This design comes from an exercise in tuning for small area and a short achievable clock period on the open sky130 flow, not from production work. Only simulation tests tie the RTL to the original design; equivalence was not proved. Power and IR drop assume default switching activity.

`flow/run.sh`:
```
#!/bin/bash
# synth_recipe.tcl (not shown) runs the flow's synth.tcl, then flattens the netlist and writes it again
# the make line also repeats each setting of config.mk as NAME=value (left out here)
make -C /OpenROAD-flow-scripts/flow DESIGN_CONFIG=/design/flow/config.mk WORK_HOME=/design/flow/orfs CLKGATE_MAP_FILE= SYNTH_SCRIPT=/design/flow/synth_recipe.tcl finish
```
`flow/config.mk`:
```
export PLATFORM = sky130hd
export DESIGN_NAME = cpu2
export DESIGN_NICKNAME = cpu2
export VERILOG_FILES = /design/flow/design.v
export SDC_FILE = /design/flow/constraint.sdc
export NUM_CORES = 4
export LEC_CHECK = 0
export CAP_MARGIN = 20
export CORE_MARGIN = 2
export CORE_UTILIZATION = 40
export PLACE_DENSITY = 0.6
export SLEW_MARGIN = 20
```
`flow/constraint.sdc`:
```
create_clock -name core_clock -period 11.0 [get_ports {clk}]
set_input_delay 2.2000 -clock core_clock [delete_from_list [all_inputs] [get_ports {clk}]]
set_output_delay 2.2000 -clock core_clock [all_outputs]
set_load 0.01 [all_outputs]
```
`flow/design.v`:
```
module full_adder_1bit (A, B, Cin, S, Cout);
    input A, B, Cin;
    output S, Cout;
    wire D;
    assign D = A ^ B;
    assign S = Cin ^ D;
    assign Cout = (Cin & D) | (A & B);
endmodule
module addsub_4bit (Sum, Ovfl, A, B, sub);
	input [3:0] A, B;
	input sub;
	output [3:0] Sum;
	output Ovfl;
    wire c1, c2, c3, c4;
	full_adder_1bit FA1( .A(A[0]), .B(B[0] ^ sub), .Cin(sub), .S(Sum[0]), .Cout(c1));
	full_adder_1bit FA2( .A(A[1]), .B(B[1] ^ sub), .Cin(c1), .S(Sum[1]), .Cout(c2));
	full_adder_1bit FA3( .A(A[2]), .B(B[2] ^ sub), .Cin(c2), .S(Sum[2]), .Cout(c3));
	full_adder_1bit FA4( .A(A[3]), .B(B[3] ^ sub), .Cin(c3), .S(Sum[3]), .Cout(c4));
    assign Ovfl = c4 ^ c3;
endmodule
module CLA_4bit(
    input [3:0] A,   
    input [3:0] B,   
    input Cin,       
    output [3:0] Sum,   
    output Cout,       
    output Ovfl
);
    wire [3:0] G;  
    wire [3:0] P;  
    wire [4:0] C;  
    assign G = A & B;  
    assign P = A ^ B;  
    assign C[0] = Cin;  
    assign C[1] = G[0] | (P[0] & C[0]);
    assign C[2] = G[1] | (P[1] & C[1]);
    assign C[3] = G[2] | (P[2] & C[2]);
    assign C[4] = G[3] | (P[3] & C[3]);
    assign Sum = P ^ C[3:0];  
    assign Cout = C[4];  
    assign Ovfl = C[4] ^ C[3]; 
endmodule
module CLA_16bit(
    input [15:0] A,   
    input [15:0] B,   
    input Cin,        
    output [15:0] Sum,   
    output Cout,        
    output Ovfl
);
wire C1, C2, C3;
CLA_4bit CLA1(
    .A(A[3:0]),
    .B(B[3:0]),
    .Cin(Cin),
    .Sum(Sum[3:0]),
    .Cout(C1),
    .Ovfl()
);
CLA_4bit CLA2(
    .A(A[7:4]),
    .B(B[7:4]),
    .Cin(C1),
    .Sum(Sum[7:4]),
    .Cout(C2),
    .Ovfl() 
);
CLA_4bit CLA3(
    .A(A[11:8]),
    .B(B[11:8]),
    .Cin(C2),
    .Sum(Sum[11:8]),
    .Cout(C3),
    .Ovfl() 
);
CLA_4bit CLA4(
    .A(A[15:12]),
    .B(B[15:12]),
    .Cin(C3),
    .Sum(Sum[15:12]),
    .Cout(Cout),
    .Ovfl(Ovfl)
);
endmodule
module PSA_16bit(Sum, Error, A, B);
    input [15:0] A, B;
    output [15:0] Sum;
    output Error;
    wire O1, O2, O3, O4;
    wire [15:0] checkSum;
    addsub_4bit A1( .A(A[15:12]), .B(B[15:12]), .Sum(checkSum[15:12]), .Ovfl(O1), .sub(1'b0));
    addsub_4bit A2( .A(A[11:8]), .B(B[11:8]), .Sum(checkSum[11:8]), .Ovfl(O2), .sub(1'b0));
    addsub_4bit A3( .A(A[7:4]), .B(B[7:4]), .Sum(checkSum[7:4]), .Ovfl(O3), .sub(1'b0));
    addsub_4bit A4( .A(A[3:0]), .B(B[3:0]), .Sum(checkSum[3:0]), .Ovfl(O4), .sub(1'b0));
    assign Sum[3:0] = (O4 & ~(A[3] ^ B[3])) ? (A[3] ? 4'h1 : 4'h7 ) : checkSum[3:0]; 
    assign Sum[7:4] = (O3 & ~(A[7] ^ B[7])) ? (A[7] ? 4'h1 : 4'h7 ) : checkSum[7:4]; 
    assign Sum[11:8] = (O4 & ~(A[11] ^ B[11])) ? (A[11] ? 4'h1 : 4'h7 ) : checkSum[11:8]; 
    assign Sum[15:12] = (O4 & ~(A[15] ^ B[15])) ? (A[15] ? 4'h1 : 4'h7 ) : checkSum[15:12]; 
    assign Error = O1 | O2 | O3 | O4;
endmodule
module ALU (rd, rs, rt, Opcode, flag_out, flags_in);
    input [15:0] rs, rt;
    input [3:0] Opcode;
    input [2:0] flags_in; 
    output reg [15:0] rd;
    output reg [2:0] flag_out; 
    wire [15:0] Sum;
    wire Ovfl;
    wire [15:0] A_complemented;
    wire [15:0] B_complemented;
    wire [15:0] Sum_intermediate;
    wire [15:0] Cin_intermediate;
    wire Cout;
    assign A_complemented = rs;
    assign B_complemented = Opcode[0] ? ~rt : rt; 
    CLA_16bit CLAADDSUB(.Sum(Sum_intermediate), .A(rs), .B(B_complemented), .Cin(Opcode[0]), .Cout(Cout), .Ovfl(Ovfl));
    assign Sum = (Ovfl & ~(A_complemented[15] ^ B_complemented[15])) ? (A_complemented[15] ? 16'h100 : 16'h7FFF ) : Sum_intermediate; 
    wire [11:0] sum1, sum2;   
    wire [15:0] final_sum;   
    wire [3:0] lower_sum1, upper_sum1, lower_sum2, upper_sum2;
    wire [3:0] lower_final_sum, upper_final_sum, final_upper;
    wire carry1, carry2, carry_out1, carry_out2, final_carry, final_carry2, final_carry3;
    CLA_4bit add_upper_rs_rt(.A(rs[3:0]), .B(rt[3:0]), .Cin(1'b0), .Sum(lower_sum1), .Cout(carry_out1));
    CLA_4bit add_lower_rs_rt(.A(rs[7:4]), .B(rt[7:4]), .Cin(carry_out1), .Sum(lower_sum2), .Cout(carry1));
    CLA_4bit add_upper_rs_rt_2(.A(rs[11:8]), .B(rt[11:8]), .Cin(1'b0), .Sum(upper_sum1), .Cout(carry_out2));
    CLA_4bit add_lower_rs_rt_2(.A(rs[15:12]), .B(rt[15:12]), .Cin(carry_out2), .Sum(upper_sum2), .Cout(carry2));
    assign sum1 = {{3{carry1}}, carry1, lower_sum2, lower_sum1};
    assign sum2 = {{3{carry2}}, carry2, upper_sum2, upper_sum1};
    CLA_4bit add_final_lower(.A(sum1[3:0]), .B(sum2[3:0]), .Cin(1'b0), .Sum(lower_final_sum), .Cout(final_carry));
    CLA_4bit add_final_upper2(.A(sum1[7:4]), .B(sum2[7:4]), .Cin(final_carry), .Sum(upper_final_sum), .Cout(final_carry2));
    CLA_4bit add_final_upper3(.A(sum1[11:8]), .B(sum2[11:8]), .Cin(final_carry2), .Sum(final_upper), .Cout(final_carry3)); 
    assign final_sum = {{4{final_carry3}}, final_upper, upper_final_sum, lower_final_sum};
    wire [15:0] ror_data1, ror_data2, ror_data3, ror_data4;
    assign ror_data1 = rt[0] ? {rs[0], rs[15:1]} : rs;
    assign ror_data2 = rt[1] ? {ror_data1[1:0], ror_data1[15:2]} : ror_data1;
    assign ror_data3 = rt[2] ? {ror_data2[3:0], ror_data2[15:4]} : ror_data2;
    assign ror_data4 = rt[3] ? {ror_data3[7:0], ror_data3[15:8]} : ror_data3;
  wire [15:0] Sum_PADDSB; 
  PSA_16bit PSA(.A(rs), .B(rt), .Sum(Sum_PADDSB), .Error( ));
    wire [15:0] Shift_Out;
    wire [15:0] a, b, c, d;
    assign a = rt[0] ? ( Opcode[0] ? { rs[15], rs[15:1] } : { rs[14:0] , 1'b0 } ) : rs;
    assign b = rt[1] ? ( Opcode[0] ? { {2{a[15]}} , a[15:2] } : { a[13:0] , {2{1'b0}} } ) : a;
    assign c = rt[2] ? ( Opcode[0] ? { {4{b[15]}} , b[15:4] } : { b[11:0] , {4{1'b0}} } ) : b;
    assign d = rt[3] ? ( Opcode[0] ? { {8{c[15]}} , c[15:8] } : { c[7:0] , {8{1'b0}} } ) : c;
    assign Shift_Out = d;
    wire [15:0] temp_addr; 
    wire [15:0] Sum_intermediate_mem;
    wire [16:0] Cout_intermediate_mem;
    assign temp_addr = rs & 16'hFFFE; 
CLA_16bit CLAMEM(.Sum(Sum_intermediate_mem), .A(temp_addr), .B(rt), .Cin(1'b0), .Cout( )); 
    always@(*)begin
        case(Opcode)
            4'b0000: begin  
		    rd = Sum;
    		    flag_out[2] = Sum[15];
    		    flag_out[1] = Ovfl; 
    		    flag_out[0] = Sum == 0 ? 1'b1 : 1'b0; 
	    end 
            4'b0001: begin  
		    rd = Sum;
    		    flag_out[2] = Sum[15];
    		    flag_out[1] = Ovfl; 
    		    flag_out[0] = Sum == 0 ? 1'b1 : 1'b0; 
	    end 
            4'b0010: begin  
		    rd = rs ^ rt; 
		    flag_out = (rd == 0) ? {flags_in[2:1], 1'b1} : flags_in; 
	    end 
            4'b0011: begin  
		    rd = final_sum;
		    flag_out = flags_in;
	    end 
            4'b0100: begin  
		    rd = Shift_Out; 
		    flag_out = (rd == 0) ? {flags_in[2:1], 1'b1} : flags_in; 
	    end 
            4'b0101: begin  
		    rd = Shift_Out; 
		    flag_out = (rd == 0) ? {flags_in[2:1], 1'b1} : flags_in; 
	    end 
            4'b0110: begin  
		    rd = ror_data4; 
		    flag_out = (rd == 0) ? {flags_in[2:1], 1'b1} : flags_in; 
	    end 
            4'b0111: begin  
		    rd = Sum_PADDSB; 
			flag_out = flags_in;
	    end 
            4'b1000: begin  
		    rd = Sum_intermediate_mem;
			flag_out = flags_in;
	    end 
            4'b1001: begin  
		    rd = Sum_intermediate_mem;
			flag_out = flags_in;
	    end 
            default: begin  
 			rd = rs;
		   flag_out = flags_in;
	    end
        endcase
    end
endmodule
module dff (q, d, wen, clk, rst);
    output         q;  
    input          d;  
    input 	   wen;  
    input          clk;  
    input          rst;  
    reg            state;
    assign q = state;
    always @(posedge clk) begin
      state <= rst ? 1'b0 : (wen ? d : state);
    end
endmodule
module BitCell(clk, rst, D, WriteEnable, ReadEnable1, ReadEnable2, Bitline1, Bitline2);
    input clk, rst, D, WriteEnable, ReadEnable1, ReadEnable2;
    output Bitline1, Bitline2;
    wire Read;
    dff DFF(.q(Read), .d(D), .wen(WriteEnable), .clk(clk), .rst(rst));
    assign Bitline1 = ReadEnable1 & Read;
    assign Bitline2 = ReadEnable2 & Read;
endmodule
module Register( clk, rst, D, WriteReg, ReadEnable1, ReadEnable2, Bitline1, Bitline2);
    input clk, rst, ReadEnable1, ReadEnable2, WriteReg;
    input [15:0] D;
    output [15:0] Bitline1, Bitline2;
    BitCell B[15:0] (.clk(clk), .rst(rst), .D(D), .WriteEnable(WriteReg), .ReadEnable1(ReadEnable1), .ReadEnable2(ReadEnable2), .Bitline1(Bitline1), .Bitline2(Bitline2));
endmodule
module ReadDecoder_4_16( RegId, Wordline);
    input [3:0] RegId;
    output [15:0] Wordline;
    assign Wordline[0]  = ~RegId[3] & ~RegId[2] & ~RegId[1] & ~RegId[0];
    assign Wordline[1]  = ~RegId[3] & ~RegId[2] & ~RegId[1] &  RegId[0];
    assign Wordline[2]  = ~RegId[3] & ~RegId[2] &  RegId[1] & ~RegId[0];
    assign Wordline[3]  = ~RegId[3] & ~RegId[2] &  RegId[1] &  RegId[0];
    assign Wordline[4]  = ~RegId[3] &  RegId[2] & ~RegId[1] & ~RegId[0];
    assign Wordline[5]  = ~RegId[3] &  RegId[2] & ~RegId[1] &  RegId[0];
    assign Wordline[6]  = ~RegId[3] &  RegId[2] &  RegId[1] & ~RegId[0];
    assign Wordline[7]  = ~RegId[3] &  RegId[2] &  RegId[1] &  RegId[0];
    assign Wordline[8]  =  RegId[3] & ~RegId[2] & ~RegId[1] & ~RegId[0];
    assign Wordline[9]  =  RegId[3] & ~RegId[2] & ~RegId[1] &  RegId[0];
    assign Wordline[10] =  RegId[3] & ~RegId[2] &  RegId[1] & ~RegId[0];
    assign Wordline[11] =  RegId[3] & ~RegId[2] &  RegId[1] &  RegId[0];
    assign Wordline[12] =  RegId[3] &  RegId[2] & ~RegId[1] & ~RegId[0];
    assign Wordline[13] =  RegId[3] &  RegId[2] & ~RegId[1] &  RegId[0];
    assign Wordline[14] =  RegId[3] &  RegId[2] &  RegId[1] & ~RegId[0];
    assign Wordline[15] =  RegId[3] &  RegId[2] &  RegId[1] &  RegId[0];   
endmodule
module WriteDecoder_4_16(RegId, WriteReg, Wordline);
    input [3:0] RegId;
    output [15:0] Wordline;
    input WriteReg;
    assign Wordline[0]  = (WriteReg) ? (~RegId[3] & ~RegId[2] & ~RegId[1] & ~RegId[0]) : 1'b0;
    assign Wordline[1]  = (WriteReg) ? (~RegId[3] & ~RegId[2] & ~RegId[1] &  RegId[0]) : 1'b0;
    assign Wordline[2]  = (WriteReg) ? (~RegId[3] & ~RegId[2] &  RegId[1] & ~RegId[0]) : 1'b0;
    assign Wordline[3]  = (WriteReg) ? (~RegId[3] & ~RegId[2] &  RegId[1] &  RegId[0]) : 1'b0;
    assign Wordline[4]  = (WriteReg) ? (~RegId[3] &  RegId[2] & ~RegId[1] & ~RegId[0]) : 1'b0;
    assign Wordline[5]  = (WriteReg) ? (~RegId[3] &  RegId[2] & ~RegId[1] &  RegId[0]) : 1'b0;
    assign Wordline[6]  = (WriteReg) ? (~RegId[3] &  RegId[2] &  RegId[1] & ~RegId[0]) : 1'b0;
    assign Wordline[7]  = (WriteReg) ? (~RegId[3] &  RegId[2] &  RegId[1] &  RegId[0]) : 1'b0;
    assign Wordline[8]  = (WriteReg) ? ( RegId[3] & ~RegId[2] & ~RegId[1] & ~RegId[0]) : 1'b0;
    assign Wordline[9]  = (WriteReg) ? ( RegId[3] & ~RegId[2] & ~RegId[1] &  RegId[0]) : 1'b0;
    assign Wordline[10] = (WriteReg) ? ( RegId[3] & ~RegId[2] &  RegId[1] & ~RegId[0]) : 1'b0;
    assign Wordline[11] = (WriteReg) ? ( RegId[3] & ~RegId[2] &  RegId[1] &  RegId[0]) : 1'b0;
    assign Wordline[12] = (WriteReg) ? ( RegId[3] &  RegId[2] & ~RegId[1] & ~RegId[0]) : 1'b0;
    assign Wordline[13] = (WriteReg) ? ( RegId[3] &  RegId[2] & ~RegId[1] &  RegId[0]) : 1'b0;
    assign Wordline[14] = (WriteReg) ? ( RegId[3] &  RegId[2] &  RegId[1] & ~RegId[0]) : 1'b0;
    assign Wordline[15] = (WriteReg) ? ( RegId[3] &  RegId[2] &  RegId[1] &  RegId[0]) : 1'b0;
endmodule
module RegisterFile( clk, rst, SrcReg1, SrcReg2, DstReg, WriteReg, DstData, SrcData1, SrcData2);
    input clk, rst, WriteReg;
    input [3:0] SrcReg1, SrcReg2, DstReg;
    input [15:0] DstData;
    output [15:0] SrcData1, SrcData2;
    wire [15:0] ReadEnable1, ReadEnable2, WriteEnable;
    reg [15:0] bypass1, bypass2;
    wire [255:0] bitlines1, bitlines2;
    integer i;
    ReadDecoder_4_16 RD1( .RegId(SrcReg1), .Wordline(ReadEnable1));
    ReadDecoder_4_16 RD2( .RegId(SrcReg2), .Wordline(ReadEnable2));
    WriteDecoder_4_16 WD( .RegId(DstReg), .WriteReg(WriteReg), .Wordline(WriteEnable));
    Register R[15:0] (.clk(clk), .rst(rst), .D(DstData), .ReadEnable1(ReadEnable1), .ReadEnable2(ReadEnable2), .WriteReg(WriteEnable), .Bitline1(bitlines1), .Bitline2(bitlines2));
    always @(*) begin
        bypass1 = 16'h0000;
        bypass2 = 16'h0000;
        for (i = 0; i < 16; i = i + 1) begin
            bypass1 = bypass1 | bitlines1[16*i +: 16];
            bypass2 = bypass2 | bitlines2[16*i +: 16];
        end
    end
    assign SrcData1 = ( (ReadEnable1 == WriteEnable) & WriteReg ) ? DstData : bypass1;
    assign SrcData2 = ( (ReadEnable2 == WriteEnable) & WriteReg ) ? DstData : bypass2;
endmodule
module Control( opcode, rf_write, dm_write, memtoreg, lb, alu_src, branch );
	input [3:0] opcode;
	output reg rf_write, dm_write, memtoreg;
	output reg [1:0] lb, alu_src;
	output reg [2:0] branch;
	always @(*) begin
        case(opcode)
            4'b0000: begin rf_write = 1; dm_write = 0; memtoreg = 0; lb = 2'b00; alu_src = 2'b00; branch = 3'b000; end
            4'b0001: begin rf_write = 1; dm_write = 0; memtoreg = 0; lb = 2'b00; alu_src = 2'b00; branch = 3'b000; end
            4'b0010: begin rf_write = 1; dm_write = 0; memtoreg = 0; lb = 2'b00; alu_src = 2'b00; branch = 3'b000; end
            4'b0011: begin rf_write = 1; dm_write = 0; memtoreg = 0; lb = 2'b00; alu_src = 2'b00; branch = 3'b000; end
            4'b0100: begin rf_write = 1; dm_write = 0; memtoreg = 0; lb = 2'b00; alu_src = 2'b01; branch = 3'b000; end
            4'b0101: begin rf_write = 1; dm_write = 0; memtoreg = 0; lb = 2'b00; alu_src = 2'b01; branch = 3'b000; end
            4'b0110: begin rf_write = 1; dm_write = 0; memtoreg = 0; lb = 2'b00; alu_src = 2'b01; branch = 3'b000; end
            4'b0111: begin rf_write = 1; dm_write = 0; memtoreg = 0; lb = 2'b00; alu_src = 2'b00; branch = 3'b000; end
            4'b1000: begin rf_write = 1; dm_write = 0; memtoreg = 1; lb = 2'b00; alu_src = 2'b10; branch = 3'b000; end
            4'b1001: begin rf_write = 0; dm_write = 1; memtoreg = 0; lb = 2'b00; alu_src = 2'b10; branch = 3'b000; end
            4'b1010: begin rf_write = 1; dm_write = 0; memtoreg = 0; lb = 2'b01; alu_src = 2'b00; branch = 3'b000; end 
            4'b1011: begin rf_write = 1; dm_write = 0; memtoreg = 0; lb = 2'b11; alu_src = 2'b00; branch = 3'b000; end 
            4'b1100: begin rf_write = 0; dm_write = 0; memtoreg = 0; lb = 2'b00; alu_src = 2'b00; branch = 3'b001; end
            4'b1101: begin rf_write = 0; dm_write = 0; memtoreg = 0; lb = 2'b00; alu_src = 2'b00; branch = 3'b010; end 
            4'b1110: begin rf_write = 1; dm_write = 0; memtoreg = 0; lb = 2'b00; alu_src = 2'b00; branch = 3'b011; end 
            4'b1111: begin rf_write = 0; dm_write = 0; memtoreg = 0; lb = 2'b00; alu_src = 2'b00; branch = 3'b100; end        
            default: begin rf_write = 1; dm_write = 0; memtoreg = 0; lb = 2'b00; alu_src = 2'b00; branch = 3'b000; end
        endcase
    end
endmodule
module PC_control( C, F, I, PC_in, PC_out, Control_PC, PC_jump, took);
    input [2:0] C;  
    input [2:0] F;  
    input [8:0] I;  
    input [15:0] PC_in;  
    output [15:0] PC_out;  
    input [2:0] Control_PC;  
    input [15:0] PC_jump;  
    output took;
    wire Error1, Error2;
    reg flag;
    wire [15:0] PC_next, PC_branch, inc, branch_inc;
    reg [15:0] PC_new;
    assign inc = 2'b10;
    assign branch_inc = { {7{I[8]}}, I} << 1;
    assign PC_out = PC_new;
    wire [15:0] Cout;
    wire [15:0] Cout2;
    full_adder_1bit FA1[15:0]( .A(PC_in), .B(inc), .Cin({Cout[14:0],1'b0}), .S(PC_next), .Cout(Cout));
    full_adder_1bit FA2[15:0]( .A(PC_next), .B(branch_inc), .Cin({Cout2[14:0],1'b0}), .S(PC_branch), .Cout(Cout2));
    always @(*) begin
        case(C)
            3'b000: flag = (~F[0]) ? 1'b1 : 1'b0;
            3'b001: flag = (F[0]) ? 1'b1 : 1'b0;
            3'b010: flag = (~F[0] & ~F[2]) ? 1'b1 : 1'b0;
            3'b011: flag = (F[2]) ? 1'b1 : 1'b0;
            3'b100: flag = (F[0] | (~F[0] & ~F[2])) ? 1'b1 : 1'b0;
            3'b101: flag = (F[2] | F[0]) ? 1'b1 : 1'b0;
            3'b110: flag = (F[1]) ? 1'b1 : 1'b0;
            3'b111: flag = 1'b1;
            default: flag = 1'b0;
        endcase
    end
    always @(*) begin
        case(Control_PC)
	    3'b000: PC_new = PC_next;
            3'b001: PC_new = flag ? PC_branch : PC_next;
	    3'b010: PC_new = flag ? PC_jump : PC_next;
	    3'b011: PC_new = PC_next;
	    3'b100: PC_new = PC_in;
            default: PC_new = PC_next;
        endcase
    end
    assign took = (Control_PC == 3'b001 || Control_PC == 3'b010) & flag;
endmodule
module PC_Register(clk, rst, D, Q, wen);
    input clk, rst, wen;
    input [15:0] D;
    output [15:0] Q;
    wire [15:0] D2;
    dff DFF1[15:0](.q(Q), .d(D), .wen(wen), .clk(clk), .rst(rst));
endmodule
module Flag_Register(clk, rst, D, Q);
    input clk, rst;
    input [2:0] D;
    output [2:0] Q;
    dff N(.q(Q[2]), .d(D[2]), .wen(1'b1), .clk(clk), .rst(rst));
    dff V(.q(Q[1]), .d(D[1]), .wen(1'b1), .clk(clk), .rst(rst));
    dff Z(.q(Q[0]), .d(D[0]), .wen(1'b1), .clk(clk), .rst(rst));
endmodule
module IFID_Register(clk, rst, wen, inst_d, inst_q, pc_d, pc_q);
    input clk, rst, wen;
    input [15:0] inst_d, pc_d;
    output [15:0] inst_q, pc_q;
    dff DFF1[15:0](.q(inst_q), .d(inst_d), .wen(wen), .clk(clk), .rst(rst));
    dff DFF2[15:0](.q(pc_q), .d(pc_d), .wen(wen), .clk(clk), .rst(rst));
endmodule
module IDEX_Register(    
    input clk, rst, wen,
    input rf_write_d, dm_write_d, memtoreg_d,
    output rf_write_q, dm_write_q, memtoreg_q,
    input [1:0] lb_d, alu_src_d,
    output [1:0] lb_q, alu_src_q,
	input stall_d,
	output stall_q,
input flush_d,
	output flush_q,
    input [2:0] branch_d,
    output [2:0] branch_q,
    input [15:0] inst_d, pc_new_d,
    output [15:0] inst_q, pc_new_q,
    input [15:0] rf_data_out1_d, rf_data_out2_d, 
    input [3:0] rf_read_reg1_d, rf_read_reg2_d, rf_write_reg_d,
    output [15:0] rf_data_out1_q, rf_data_out2_q, 
    output [3:0] rf_read_reg1_q, rf_read_reg2_q, rf_write_reg_q
);
    dff DFF1(.q(rf_write_q), .d(rf_write_d), .wen(wen), .clk(clk), .rst(rst));
	dff DFF2(.q(dm_write_q), .d(dm_write_d), .wen(wen), .clk(clk), .rst(rst));
dff DFF15(.q(stall_q), .d(stall_d), .wen(wen), .clk(clk), .rst(rst));
dff DFF16(.q(flush_q), .d(flush_d), .wen(wen), .clk(clk), .rst(rst));
	dff DFF3(.q(memtoreg_q), .d(memtoreg_d), .wen(wen), .clk(clk), .rst(rst));
	dff DFF4[1:0](.q(lb_q), .d(lb_d), .wen(wen), .clk(clk), .rst(rst));
	dff DFF5[1:0](.q(alu_src_q), .d(alu_src_d), .wen(wen), .clk(clk), .rst(rst));   
	dff DFF6[2:0](.q(branch_q), .d(branch_d), .wen(wen), .clk(clk), .rst(rst)); 
	dff DFF7[15:0](.q(inst_q), .d(inst_d), .wen(wen), .clk(clk), .rst(rst));  
	dff DFF8[15:0](.q(pc_new_q), .d(pc_new_d), .wen(wen), .clk(clk), .rst(rst));   
	dff DFF10[15:0](.q(rf_data_out1_q), .d(rf_data_out1_d), .wen(wen), .clk(clk), .rst(rst)); 
	dff DFF11[15:0](.q(rf_data_out2_q), .d(rf_data_out2_d), .wen(wen), .clk(clk), .rst(rst)); 
	dff DFF12[3:0](.q(rf_read_reg1_q), .d(rf_read_reg1_d), .wen(wen), .clk(clk), .rst(rst)); 
	dff DFF13[3:0](.q(rf_read_reg2_q), .d(rf_read_reg2_d), .wen(wen), .clk(clk), .rst(rst)); 
	dff DFF14[3:0](.q(rf_write_reg_q), .d(rf_write_reg_d), .wen(wen), .clk(clk), .rst(rst)); 
endmodule
module EXMEM_Register(
    input clk, 
    input rst, 
    input wen,
    input rf_write_d, dm_write_d, memtoreg_d,
    output rf_write_q, dm_write_q, memtoreg_q,
    input [2:0] branch_d,
    output [2:0] branch_q,
    input [15:0] rf_data_out2_d, 
    input [3:0]rf_read_reg1_d, rf_read_reg2_d, rf_write_reg_d,
    output [15:0] rf_data_out2_q,
    output [3:0] rf_read_reg1_q, rf_read_reg2_q, rf_write_reg_q,
    input [15:0] result_d,
    output[15:0] result_q
);
    dff DFF1 (.q(rf_write_q), .d(rf_write_d), .wen(wen), .clk(clk), .rst(rst));
    dff DFF2 (.q(dm_write_q), .d(dm_write_d), .wen(wen), .clk(clk), .rst(rst));
    dff DFF3 (.q(memtoreg_q), .d(memtoreg_d), .wen(wen), .clk(clk), .rst(rst));
    dff DFF4 [15:0] (.q(rf_data_out2_q), .d(rf_data_out2_d), .wen(wen), .clk(clk), .rst(rst)); 
    dff DFF5 [3:0] (.q(rf_read_reg1_q), .d(rf_read_reg1_d), .wen(wen), .clk(clk), .rst(rst)); 
    dff DFF6 [3:0] (.q(rf_read_reg2_q), .d(rf_read_reg2_d), .wen(wen), .clk(clk), .rst(rst)); 
    dff DFF7 [3:0] (.q(rf_write_reg_q), .d(rf_write_reg_d), .wen(wen), .clk(clk), .rst(rst)); 
    dff DFF8 [15:0] (.q(result_q), .d(result_d), .wen(wen), .clk(clk), .rst(rst)); 
   dff DFF9 [2:0] (.q(branch_q), .d(branch_d), .wen(wen), .clk(clk), .rst(rst)); 
endmodule
module MEMWB_Register(
    input clk, 
    input rst, 
    input wen,
    input rf_write_d, memtoreg_d,
    output rf_write_q, memtoreg_q,
    input [2:0] branch_d,
    output [2:0] branch_q,
    input [15:0]  dm_data_d, result_d,
    input [3:0] rf_read_reg1_d, rf_read_reg2_d, rf_write_reg_d,
    output [15:0]   dm_data_q, result_q,
    output [3:0] rf_read_reg1_q, rf_read_reg2_q, rf_write_reg_q
);
    dff DFF1 (.q(rf_write_q), .d(rf_write_d), .wen(wen), .clk(clk), .rst(rst));
    dff DFF2 (.q(dm_write_q), .d(dm_write_d), .wen(wen), .clk(clk), .rst(rst));
    dff DFF3 (.q(memtoreg_q), .d(memtoreg_d), .wen(wen), .clk(clk), .rst(rst));
    dff DFF5 [3:0] (.q(rf_read_reg1_q), .d(rf_read_reg1_d), .wen(wen), .clk(clk), .rst(rst)); 
    dff DFF6 [3:0] (.q(rf_read_reg2_q), .d(rf_read_reg2_d), .wen(wen), .clk(clk), .rst(rst)); 
    dff DFF7 [3:0] (.q(rf_write_reg_q), .d(rf_write_reg_d), .wen(wen), .clk(clk), .rst(rst)); 
    dff DFF8 [15:0] (.q(dm_data_q), .d(dm_data_d), .wen(wen), .clk(clk), .rst(rst)); 
    dff DFF9 [15:0] (.q(result_q), .d(result_d), .wen(wen), .clk(clk), .rst(rst));
    dff DFF10 [2:0] (.q(branch_q), .d(branch_d), .wen(wen), .clk(clk), .rst(rst));  
endmodule
module IF(
    input clk,
    input rst,
    input if_wr,
    input [2:0] branch,
    input [15:0] pc_in,
    output [15:0] pc_out,
    output [15:0] inst_out,
    output [15:0] imem_addr,
    input [15:0] imem_data
);
    wire [15:0] pc_new, pc_next, pc, inst, holder, Cout, inc;
    assign inc = 2'b10;
    full_adder_1bit FA1[15:0]( .A(pc), .B(inc), .Cin({Cout[14:0],1'b0}), .S(pc_next), .Cout(Cout));
    assign pc_new = (branch == 3'b000) ? pc_next : pc_in;
    PC_Register PC(
        .clk(clk),
        .rst(rst),
        .D(pc_new),
        .Q(pc),
        .wen(if_wr)
    );
    assign imem_addr = pc;
    assign inst = imem_data;
    IFID_Register IFID(
        .clk(clk),
        .rst(rst),
        .wen(if_wr),
        .inst_d(inst),
        .inst_q(inst_out),
        .pc_d(pc),
        .pc_q(pc_out)
    );
endmodule
module ID(
    input clk,
    input rst,
    input [2:0] flags,
    input rf_write_in,
    input [15:0] pc_in, inst, rf_data_in_in, 
    input [3:0] rf_write_reg_in,
    output rf_write_out, dm_write_out, memtoreg_out,
    output [1:0] lb_out, alu_src_out,
    output [2:0] branch_out,
    output [15:0] inst_out, pc_new_out,
    output [15:0] rf_data_out1_out, rf_data_out2_out,
    output [3:0] rf_read_reg1_out, rf_read_reg2_out, rf_write_reg_out,
    output stall_out,
    output flush_out
);
    wire rf_write, dm_write, memtoreg;
    wire [1:0] lb, alu_src;
    wire [2:0] branch;
    wire [3:0] rf_read_reg1, rf_read_reg2, rf_write_reg;
    wire [15:0] rf_data_in, rf_data_out1, rf_data_out2;
    wire [15:0] pc_new;
    wire took;
    wire flag_setter, stall, flush;
    Control CM(
        .opcode(inst[15:12]),
        .rf_write(rf_write),
        .dm_write(dm_write),
        .memtoreg(memtoreg),
        .lb(lb),
        .alu_src(alu_src),
        .branch(branch)
    );
    assign flag_setter = rf_write_out && ((inst_out[15:12] == 4'b0000) || 
		(inst_out[15:12] == 4'b0001) ||
		(inst_out[15:12] == 4'b0010) ||
		(inst_out[15:12] == 4'b0100) ||
		(inst_out[15:12] == 4'b0101) ||
		(inst_out[15:12] == 4'b0110));
    assign stall = (memtoreg_out && ( (rf_write_reg_out == rf_read_reg1) || 
		(rf_write_reg_out == rf_read_reg2) )) ||
		( ^branch[1:0] && flag_setter );
    assign flush = ( ^branch[1:0] && ~stall && took);
    assign rf_read_reg1 = lb[0] ? inst[11:8] : inst[7:4];
    assign rf_read_reg2 = dm_write ? inst[11:8] : inst[3:0];
    assign rf_write_reg = inst[11:8];
    RegisterFile RF(
        .clk(clk),
        .rst(rst),
        .SrcReg1(rf_read_reg1),
        .SrcReg2(rf_read_reg2),
        .DstReg(rf_write_reg_in),
        .WriteReg(rf_write_in),
        .DstData(rf_data_in_in),
        .SrcData1(rf_data_out1),
        .SrcData2(rf_data_out2)
    );
    PC_control PCC(
        .C(inst[11:9]),
        .F(flags),
        .I(inst[8:0]),
        .PC_in(pc_in),
        .PC_out(pc_new),
        .Control_PC(branch),
        .PC_jump(rf_data_out1),
	.took(took)
    );
    IDEX_Register IDEX(
        .clk(clk),
        .rst(rst),
        .wen(1'b1),
	.stall_d(stall),
	.flush_d(flush),
        .inst_d(stall ? 16'h0000: inst),
        .inst_q(inst_out),
        .pc_new_d(stall ? 16'h0000: pc_new),
        .pc_new_q(pc_new_out),
        .rf_write_d(stall ? 1'h0: rf_write),
        .rf_write_q(rf_write_out),
        .dm_write_d(stall ? 1'h0: dm_write),
        .dm_write_q(dm_write_out),
        .memtoreg_d(stall ? 1'h0: memtoreg),
        .memtoreg_q(memtoreg_out),
        .lb_d(stall ? 2'h0: lb),
        .lb_q(lb_out),
        .alu_src_d(stall ? 2'h0: alu_src),
        .alu_src_q(alu_src_out),
        .branch_d(stall ? 2'h0: branch),
        .branch_q(branch_out),
        .rf_data_out1_d(stall ? 16'h0000: rf_data_out1),
        .rf_data_out1_q(rf_data_out1_out),
        .rf_data_out2_d(stall ? 16'h0000: rf_data_out2),
        .rf_data_out2_q(rf_data_out2_out),
        .rf_read_reg1_d(stall ? 4'h0: rf_read_reg1),
        .rf_read_reg1_q(rf_read_reg1_out),
        .rf_read_reg2_d(stall ? 4'h0: rf_read_reg2),
        .rf_read_reg2_q(rf_read_reg2_out),
        .rf_write_reg_d(stall ? 4'h0: rf_write_reg),
        .rf_write_reg_q(rf_write_reg_out),
	.stall_q(stall_out),
	.flush_q(flush_out)
    );
endmodule
module EX(
    input clk, 
    input rst,
    input rf_write, dm_write, memtoreg,
    input [1:0] lb, alu_src,
    input [2:0] branch,
    input [15:0] inst, pc_new, rf_data_out1, rf_data_out2, 
    input [3:0] rf_read_reg1, rf_read_reg2, rf_write_reg,
    input [15:0] exex_data1, exex_data2, memex_data1, memex_data2,
    input [1:0] mux1, mux2,
    output rf_write_out, dm_write_out, memtoreg_out,
    output [15:0] rf_data_out2_out, result_out,
    output [3:0] rf_read_reg1_out, rf_read_reg2_out, rf_write_reg_out,
    output [2:0] flags_out, branch_out
);
    wire [15:0] alu_input, alu_result, lb_input, result;
    wire [2:0] flags, flags_r;
     wire[15:0] alu_in1, alu_in2;
    assign alu_in1 = mux1[1] ? exex_data1 : (mux1[0] ? memex_data1 : rf_data_out1);
    assign alu_in2 = mux2[1] ? exex_data2 : (mux2[0] ? memex_data2 : rf_data_out2);
    assign alu_input = alu_src[0] ? {{12{1'b0}}, inst[3:0]} :
                       (alu_src[1]) ? {{12{inst[3]}}, inst[3:0]} << 1 :
                       alu_in2;
    ALU lu (.Opcode(inst[15:12]), .rs(alu_in1), .rt(alu_input), .flag_out(flags), .rd(alu_result), .flags_in(flags_r));
    Flag_Register FG(.clk(clk), .rst(rst), .D(flags), .Q(flags_r));
    assign flags_out = flags_r;
    assign lb_input = lb[1] ? ((alu_in1 & 16'h00FF) | inst[7:0] << 8) :
                      ((alu_in1 & 16'hFF00) | inst[7:0]);
    assign result = lb[0] ? lb_input :
                    (branch[1] & branch[0]) ? pc_new :
                    alu_result;
    EXMEM_Register EXMEM(
        .clk(clk),
        .rst(rst),
        .wen(1'b1),
	.branch_d(branch),
        .rf_write_d(rf_write),
        .dm_write_d(dm_write),
        .memtoreg_d(memtoreg),
        .rf_data_out2_d(rf_data_out2),
        .rf_read_reg1_d(rf_read_reg1),
        .rf_read_reg2_d(rf_read_reg2),
        .rf_write_reg_d(rf_write_reg),
        .result_d(result),
        .rf_write_q(rf_write_out),
        .dm_write_q(dm_write_out),
        .memtoreg_q(memtoreg_out),
        .rf_data_out2_q(rf_data_out2_out),
        .rf_read_reg1_q(rf_read_reg1_out),
        .rf_read_reg2_q(rf_read_reg2_out),
        .rf_write_reg_q(rf_write_reg_out),
        .result_q(result_out),
	.branch_q(branch_out)
    );
endmodule
module MEM(
    input clk, rst,
    input rf_write, dm_write, memtoreg,
    input mux,
    input [15:0] rf_data_out2,  result, memmem_data,
    input [3:0] rf_read_reg1, rf_read_reg2, rf_write_reg,
    input [2:0] branch,
    output [2:0] branch_out,
    output [15:0] dmem_addr, dmem_wdata,
    output dmem_we,
    input [15:0] dmem_rdata,
    output  rf_write_out, memtoreg_out,
    output [15:0] result_out, dm_data_out,
    output [3:0] rf_read_reg1_out, rf_read_reg2_out, rf_write_reg_out
);
    wire [15:0]rf_data_in, dm_data, data_in;
    assign data_in = mux ? memmem_data : rf_data_out2;
    assign dmem_addr = result;
    assign dmem_wdata = data_in;
    assign dmem_we = dm_write & ~rst;
    assign dm_data = dm_write ? 16'h0000 : dmem_rdata;
    MEMWB_Register EXMEM(
        .clk(clk),
        .rst(rst),
        .wen(1'b1),
        .rf_write_d(rf_write),
        .memtoreg_d(memtoreg),
	.branch_d(branch),
	.branch_q(branch_out),
        .rf_read_reg1_d(rf_read_reg1),
        .rf_read_reg2_d(rf_read_reg2),
        .rf_write_reg_d(rf_write_reg),
        .result_d(result),
        .dm_data_d(dm_data),
        .rf_write_q(rf_write_out),
        .memtoreg_q(memtoreg_out),
        .rf_read_reg1_q(rf_read_reg1_out),
        .rf_read_reg2_q(rf_read_reg2_out),
        .rf_write_reg_q(rf_write_reg_out),
        .result_q(result_out),
        .dm_data_q(dm_data_out)
    );
endmodule
module WB(
    input clk, rst,
    input rf_write, memtoreg,
    input [15:0] dm_data, result,
    input [3:0] rf_read_reg1, rf_read_reg2, rf_write_reg,
    output [15:0] rf_data_in_out,
    output rf_write_out,
    output [3:0] rf_write_reg_out
);
assign rf_write_out = rf_write;
assign rf_write_reg_out = rf_write_reg;
assign rf_data_in_out = memtoreg ? dm_data : result;
endmodule
module cpu2( 
    input clk, rst_n,
    output hlt,
    output [15:0] pc,
    output [15:0] imem_addr,
    input [15:0] imem_data,
    output [15:0] dmem_addr,
    output [15:0] dmem_wdata,
    output dmem_we,
    input [15:0] dmem_rdata
);
    wire rst;
    assign rst = !rst_n;
    wire if_wr;
    wire [15:0] inst_if, pc_if;
    wire rf_write_id, dm_write_id, memtoreg_id;
    wire [1:0] lb_id, alu_src_id;
    wire [2:0] branch_id;
    wire [15:0] inst_id, pc_new_id;
    wire [15:0] rf_data_out1_id, rf_data_out2_id;
    wire [3:0] rf_read_reg1_id, rf_read_reg2_id, rf_write_reg_id;
    wire rf_write_ex, dm_write_ex, memtoreg_ex;
    wire [15:0] rf_data_out2_ex, result_ex;
    wire [3:0] rf_read_reg1_ex, rf_read_reg2_ex, rf_write_reg_ex;
    wire [2:0] flags_ex, branch_ex;
    wire rf_write_mem, memtoreg_mem;
    wire [15:0] result_mem, dm_data_mem;
    wire [3:0] rf_read_reg1_mem, rf_read_reg2_mem, rf_write_reg_mem;
    wire [2:0] branch_mem;
    wire rf_write_wb;
    wire [15:0] rf_data_in_wb;
    wire [3:0]  rf_write_reg_wb;
    wire [15:0] test_rf_data;
    assign hlt = branch_mem[2];
    assign pc = pc_if;
   wire [1:0] mux1, mux2;
   wire mux3;
   wire [15:0] exex_data1, memex_data1, exex_data2, memex_data2, memmem_data;
	wire flush;
    IF IF_stage(
        .clk(clk),
        .rst(rst),
  	.branch(branch_id),
        .pc_in(pc_new_id),
        .inst_out(inst_if),
        .pc_out(pc_if),
        .if_wr(~if_wr),
        .imem_addr(imem_addr),
        .imem_data(imem_data)
    );
    ID ID_state(
        .clk(clk),
        .rst(rst),
        .flags(flush ? 3'b000 :flags_ex),
        .pc_in(flush ? 16'h0000 :pc_if),
        .inst(flush ? 16'h0000 :inst_if),
	.rf_write_in(flush ? 1'b0 : rf_write_wb),
	.rf_data_in_in( flush ? 16'h0000 :rf_data_in_wb),
	.rf_write_reg_in(flush ? 4'h0 : rf_write_reg_wb),
        .rf_write_out(rf_write_id),
        .dm_write_out(dm_write_id),
        .memtoreg_out(memtoreg_id),
        .lb_out(lb_id),
        .alu_src_out(alu_src_id),
        .branch_out(branch_id),
        .inst_out(inst_id),
        .pc_new_out(pc_new_id),
        .rf_data_out1_out(rf_data_out1_id),
        .rf_data_out2_out(rf_data_out2_id),
        .rf_read_reg1_out(rf_read_reg1_id),
        .rf_read_reg2_out(rf_read_reg2_id),
        .rf_write_reg_out(rf_write_reg_id),
	.stall_out(if_wr),
	.flush_out(flush)
    );
    EX EX_stage(
        .clk(clk),
        .rst(rst),
        .rf_write(rf_write_id),
        .dm_write(dm_write_id),
        .memtoreg(memtoreg_id),
        .lb(lb_id),
        .alu_src(alu_src_id),
        .branch(branch_id),
        .inst(inst_id),
        .pc_new(pc_new_id),
        .rf_data_out1(rf_data_out1_id),
        .rf_data_out2(rf_data_out2_id),
        .rf_read_reg1(rf_read_reg1_id),
        .rf_read_reg2(rf_read_reg2_id),
        .rf_write_reg(rf_write_reg_id),
	.exex_data1(exex_data1),
	.exex_data2(exex_data2),
	.memex_data1(memex_data1),
	.memex_data2(memex_data2),
 	.mux1(mux1),
	.mux2(mux2),
	.branch_out(branch_ex),
        .rf_write_out(rf_write_ex),
        .dm_write_out(dm_write_ex),
        .memtoreg_out(memtoreg_ex),
        .rf_data_out2_out(rf_data_out2_ex),
        .rf_read_reg1_out(rf_read_reg1_ex),
        .rf_read_reg2_out(rf_read_reg2_ex),
        .rf_write_reg_out(rf_write_reg_ex),
        .result_out(result_ex),
        .flags_out(flags_ex)
    );
    MEM MEM_stage(
        .clk(clk),
        .rst(rst),
	.mux(mux3),
	.memmem_data(memmem_data),
	.branch(branch_ex),
        .dmem_addr(dmem_addr),
        .dmem_wdata(dmem_wdata),
        .dmem_we(dmem_we),
        .dmem_rdata(dmem_rdata),
        .rf_write(rf_write_ex),      
        .memtoreg(memtoreg_ex),
        .dm_write(dm_write_ex),
        .rf_data_out2(rf_data_out2_ex),
        .rf_read_reg1(rf_read_reg1_ex),
        .rf_read_reg2(rf_read_reg2_ex),
        .rf_write_reg(rf_write_reg_ex),
	.result(result_ex),
        .rf_write_out(rf_write_mem),
        .memtoreg_out(memtoreg_mem),
        .rf_read_reg1_out(rf_read_reg1_mem),
        .rf_read_reg2_out(rf_read_reg2_mem),
        .rf_write_reg_out(rf_write_reg_mem),
        .result_out(result_mem),
	.dm_data_out(dm_data_mem),
	.branch_out(branch_mem)
    );
     WB WB_stage(
	.clk(clk),
        .rst(rst),
        .rf_write(rf_write_mem),      
        .memtoreg(memtoreg_mem),
        .rf_read_reg1(rf_read_reg1_mem),
        .rf_read_reg2(rf_read_reg2_mem),
        .rf_write_reg(rf_write_reg_mem),
	.result(result_mem),
	.dm_data(dm_data_mem),
	.rf_write_out(rf_write_wb),
        .rf_write_reg_out(rf_write_reg_wb),
        .rf_data_in_out(rf_data_in_wb)
);
    assign mux1 = (rf_write_id && (rf_read_reg1_id == rf_write_reg_ex)) ? 2'b10 : 
	(rf_write_id && (rf_read_reg1_id == rf_write_reg_mem))? 2'b01 : 2'b00;
    assign mux2 = (rf_write_id && (rf_read_reg2_id == rf_write_reg_ex)) ? 2'b10 : 
	(rf_write_id && (rf_read_reg2_id == rf_write_reg_mem))? 2'b01 : 2'b00;
    assign exex_data1 = result_ex;
    assign exex_data2 = result_ex;
    assign memex_data1 = rf_data_in_wb;
    assign memex_data2 = rf_data_in_wb;
    assign mux3 = (rf_write_mem && (rf_write_reg_mem == rf_read_reg2_ex));
    assign memmem_data = rf_data_in_wb;
    assign test_rf_data = memtoreg_mem ? dm_data_mem : result_mem;
endmodule
```
==> run notes <==
==> cell families after synthesis <==
logic type,Yosys count,share of synthesized area [%]
adders and majority gates,121,6.77
DFF,474,31.6
buffers and inverters,419,6.16
muxes,154,5.63
AOI/OAI and AO/OA,1143,25.4
xor gates and xnor gates,50,1.46
and+or+nand+nor,1452,23.0
==> routing by layer <==
| metal | wire (µm) | global-route usage [%] |
|---|---|---|
| met1 | 51900 | 43.7 |
| met5 | 12 | 0 |
| met4 | 11600 | 24.2 |
| met3 | 16500 | 9.10 |
| met2 | 60100 | 53.1 |
==> per-stage QoR <==
step	util, %	hold slack [ns]	worst slack (ns)	instance area, µm²
6_report	45.2	0.433	1.03	33600
3_5_place_dp	42.7	0.423	1.25	31700
4_1_cts	45.2	0.437	1.21	33600
2_1_floorplan	-	0.412	1.77	30000
5_1_grt	45.2	0.457	0.509	33600
3_3_place_gp	42.7	0.416	1.27	31700
==> layout make-up <==
cell class,count,area [µm²]
Antenna cell,5,12.5
Clock buffer,70,1510
Clock inverter,24,380
Fill cell,7495,40700
Inverter,62,233
Multi-Input combinational cell,2920,18800
Sequential cell,474,9500
Tap cell,969,1210
Timing Repair Buffer,233,2010
==> state kept, by name, indices dropped and copies added (netlist names), 3 cells and up <==
name                        flops
IF_stage.IFID.DFF2.state       16
ID_state.IDEX.DFF13.state       4
MEM_stage.EXMEM.DFF9.state     16
ID_state.IDEX.DFF10.state      16
EX_stage.EXMEM.DFF4.state      16
EX_stage.EXMEM.DFF8.state      16
EX_stage.EXMEM.DFF6.state       4
IF_stage.IFID.DFF1.state       16
ID_state.IDEX.DFF6.state        3
ID_state.IDEX.DFF8.state       16
MEM_stage.EXMEM.DFF7.state      4
EX_stage.EXMEM.DFF7.state       4
ID_state.IDEX.DFF12.state       4
ID_state.RF.R.B.DFF.state     256
ID_state.IDEX.DFF7.state       12
MEM_stage.EXMEM.DFF8.state     16
ID_state.IDEX.DFF14.state       4
ID_state.IDEX.DFF11.state      16
IF_stage.PC.DFF1.state         16
==> where the power goes <==
group	internal [µW]	switching, µW
Sequential	1780	123
Combinational	695	1410
Clock	1160	789
==> synth_stat cells (20+ instances only) <==
library cell | n | area share [%]
a211oi_1 | 41 | 1.0
a21boi_0 | 164 | 4.1
a21oi_1 | 292 | 4.9
a221oi_1 | 41 | 1.2
a222oi_1 | 49 | 1.6
a22o_1 | 23 | 0.67
a22oi_1 | 72 | 1.8
and2_1 | 188 | 3.9
and3_1 | 31 | 0.65
buf_1 | 27 | 0.34
buf_2 | 40 | 0.67
buf_4 | 52 | 1.3
clkbuf_1 | 233 | 2.9
dfxtp_1 | 474 | 32
fa_1 | 69 | 4.6
ha_1 | 52 | 2.2
inv_1 | 52 | 0.65
mux2i_1 | 136 | 4.5
nand2_1 | 656 | 8.2
nand3_1 | 78 | 1.3
nor2_1 | 216 | 2.7
nor2b_1 | 82 | 1.7
nor3_1 | 85 | 1.4
o211ai_1 | 30 | 0.75
o21ai_0 | 223 | 3.7
o22ai_1 | 20 | 0.42
or2_2 | 23 | 0.48
xnor2_1 | 40 | 1.2
==> worst max-delay path by stage <==
stage,startpoint,end,slack (ns)
final,ID_state.IDEX.DFF5[1].state,EX_stage.EXMEM.DFF8[5].state,1.03
after global routing,ID_state.IDEX.DFF5[1].state,EX_stage.EXMEM.DFF8[5].state,0.51
after CTS,ID_state.IDEX.DFF5[1].state,EX_stage.EXMEM.DFF8[5].state,1.21
after detailed placement,ID_state.IDEX.DFF5[1].state,EX_stage.EXMEM.DFF8[5].state,1.25
after global placement,MEM_stage.EXMEM.DFF7[3].state,EX_stage.EXMEM.DFF8[2].state,1.27
after floorplan,MEM_stage.EXMEM.DFF7[2].state,EX_stage.EXMEM.DFF8[5].state,1.77
==> impl_metrics.ini <==
[clock_tree]
cts_setup_buffers = 0
cts_tree = yes
ctsResizeCount = 0
clkSinkCount = 474
cts_buffer_depth = 3
ctsHoldBuffers = 0
cts_root_buffer = clkbuf_16
clk_pin_slew_ns = 0.07
htreeDepth = 2
worstSkewPairLatency_ns = 0.65
cts_buffers = 51

[critical_path]
path_depth = 34
path_buf_inv = 5
worstPathMaxFanout = 28
crit_required_ns = 11.55
cpPeakStageDelay_ns = 0.63
crit_family = adder cells
timing.rr.end = EX_stage.EXMEM.DFF8[5].state
start_kind = flip-flop
r2r_cells = 34
cp_common_cell = fa_1
crit_path_end_kind = flip-flop
worstPathArrival_ns = 10.51
ff2ff_setup_slack_ns = 1.03
worst_path_max_delay_cell = dfxtp_1
r2r_start = ID_state.IDEX.DFF5[1].state
critPathKind = reg -> reg

[place]
hpwlAfterDp_um = 96100
gp_congestion = 1.05
placed_cells = 4658
numPortBuffers = 99

[global_routing]
grt_pass1_vias = 28500
grt_overflow = 0
antenna_found_initial = 3
grt_pass1_wl_um = 201000
grt_max_degree = 118
grt_usage_pct = 35.1

[floorplanning]
row_count = 100
coreArea_um2 = 74300
pin_count = 100
start_util_pct = 40.4
die_x_um = 278
dieArea_um2 = 77300
die_y_um = 278

[power_and_ir_drop]
peakVddDrop_uv = 133
p_per_area_nw_per_um2 = 177
leakage_uw = 0.0121
p_total_uw = 5960

[finish]
layout_commonest_cell = nand2_1
area_growth_syn_to_layout_pct = 12.0
final_cell_mix = 653 x nand2_1, 471 x dfxtp_1, 292 x a21oi_1
fin_nets = 3897
post_layout_nonfiller_instances = 4757
drive_gt1_share_pct = 8.80

[hold_path]
hold_depth = 1
worstHoldStart = EX_stage.EXMEM.DFF9[2].state
hold_class = reg -> reg
whs_endpoint = MEM_stage.EXMEM.DFF10[2].state

[timing]
rsz0062_at_grt = no
min_period_over_period_pct = 90.6
tightest_slew_ns = 1.27
fin_crit_ns = 9.97
drv_slew = 0
max_freq_mhz = 100
finalClockSkew_ns = 0.0482
final-setup-viol-count = 0
maxSlewHeadroom_pct = 14.9
hold_violations = 0
tns_ns = 0

[detailed_routing]
drt_pre_antenna_iters = 10
wirelength_um = 140000
drc = 0
ant_nets = 0
wl_per_cell_um = 29.5
drtIter0Drc = 4960
vias_per_cell = 6.47
num_vias = 30800

[synthesis]
synth_area_um2 = 30000
synthArstFlopShare_pct = 0
synth_warnings = 7
synth_enable_flop_cells = 0
synth_seq_area_share_pct = 31.6
synth_cell_types = 94
syn-num-nets = 3968
syn_inst = 3813
ys_seq_elements = 474
ys.flop_type = dfxtp_1
syn_area_per_cell_um2 = 7.87

[run_status]
outcome = no timing/DRC/antenna violations

[run]
drv_cap = 0

[port drivers added, routing unchanged]
No port has a modelled driver above. Below, the same layout with a new extraction and two added sets of constraints.
Step 1, drivers: a clkbuf_16 drives clk and a buf_2 each remaining input, both assumed.
Step 2 adds t to the input delays and takes it off the output delays; t is the mean of the earliest and latest rising clock arrival at the registers after step 1. Input paths then give back, and output paths get back, about the clock's delay inside the block.
a / b / c = no drivers / after step 1 / after step 2; a / b = the first two.
t, ns: 0.670
setup WS [ns]: 1.033 / 1.033 / 1.033
worst hold slack (ns): 0.433 / 0.433 / 0.433
latest minus earliest clock arrival (ns): 0.073 / 0.073
pins driven straight from the clock port: 1
After both steps this run still meets setup and hold. For this run, drivers alone change the setup slack by 0.000 ns; drivers and shift together by 0.000 ns.
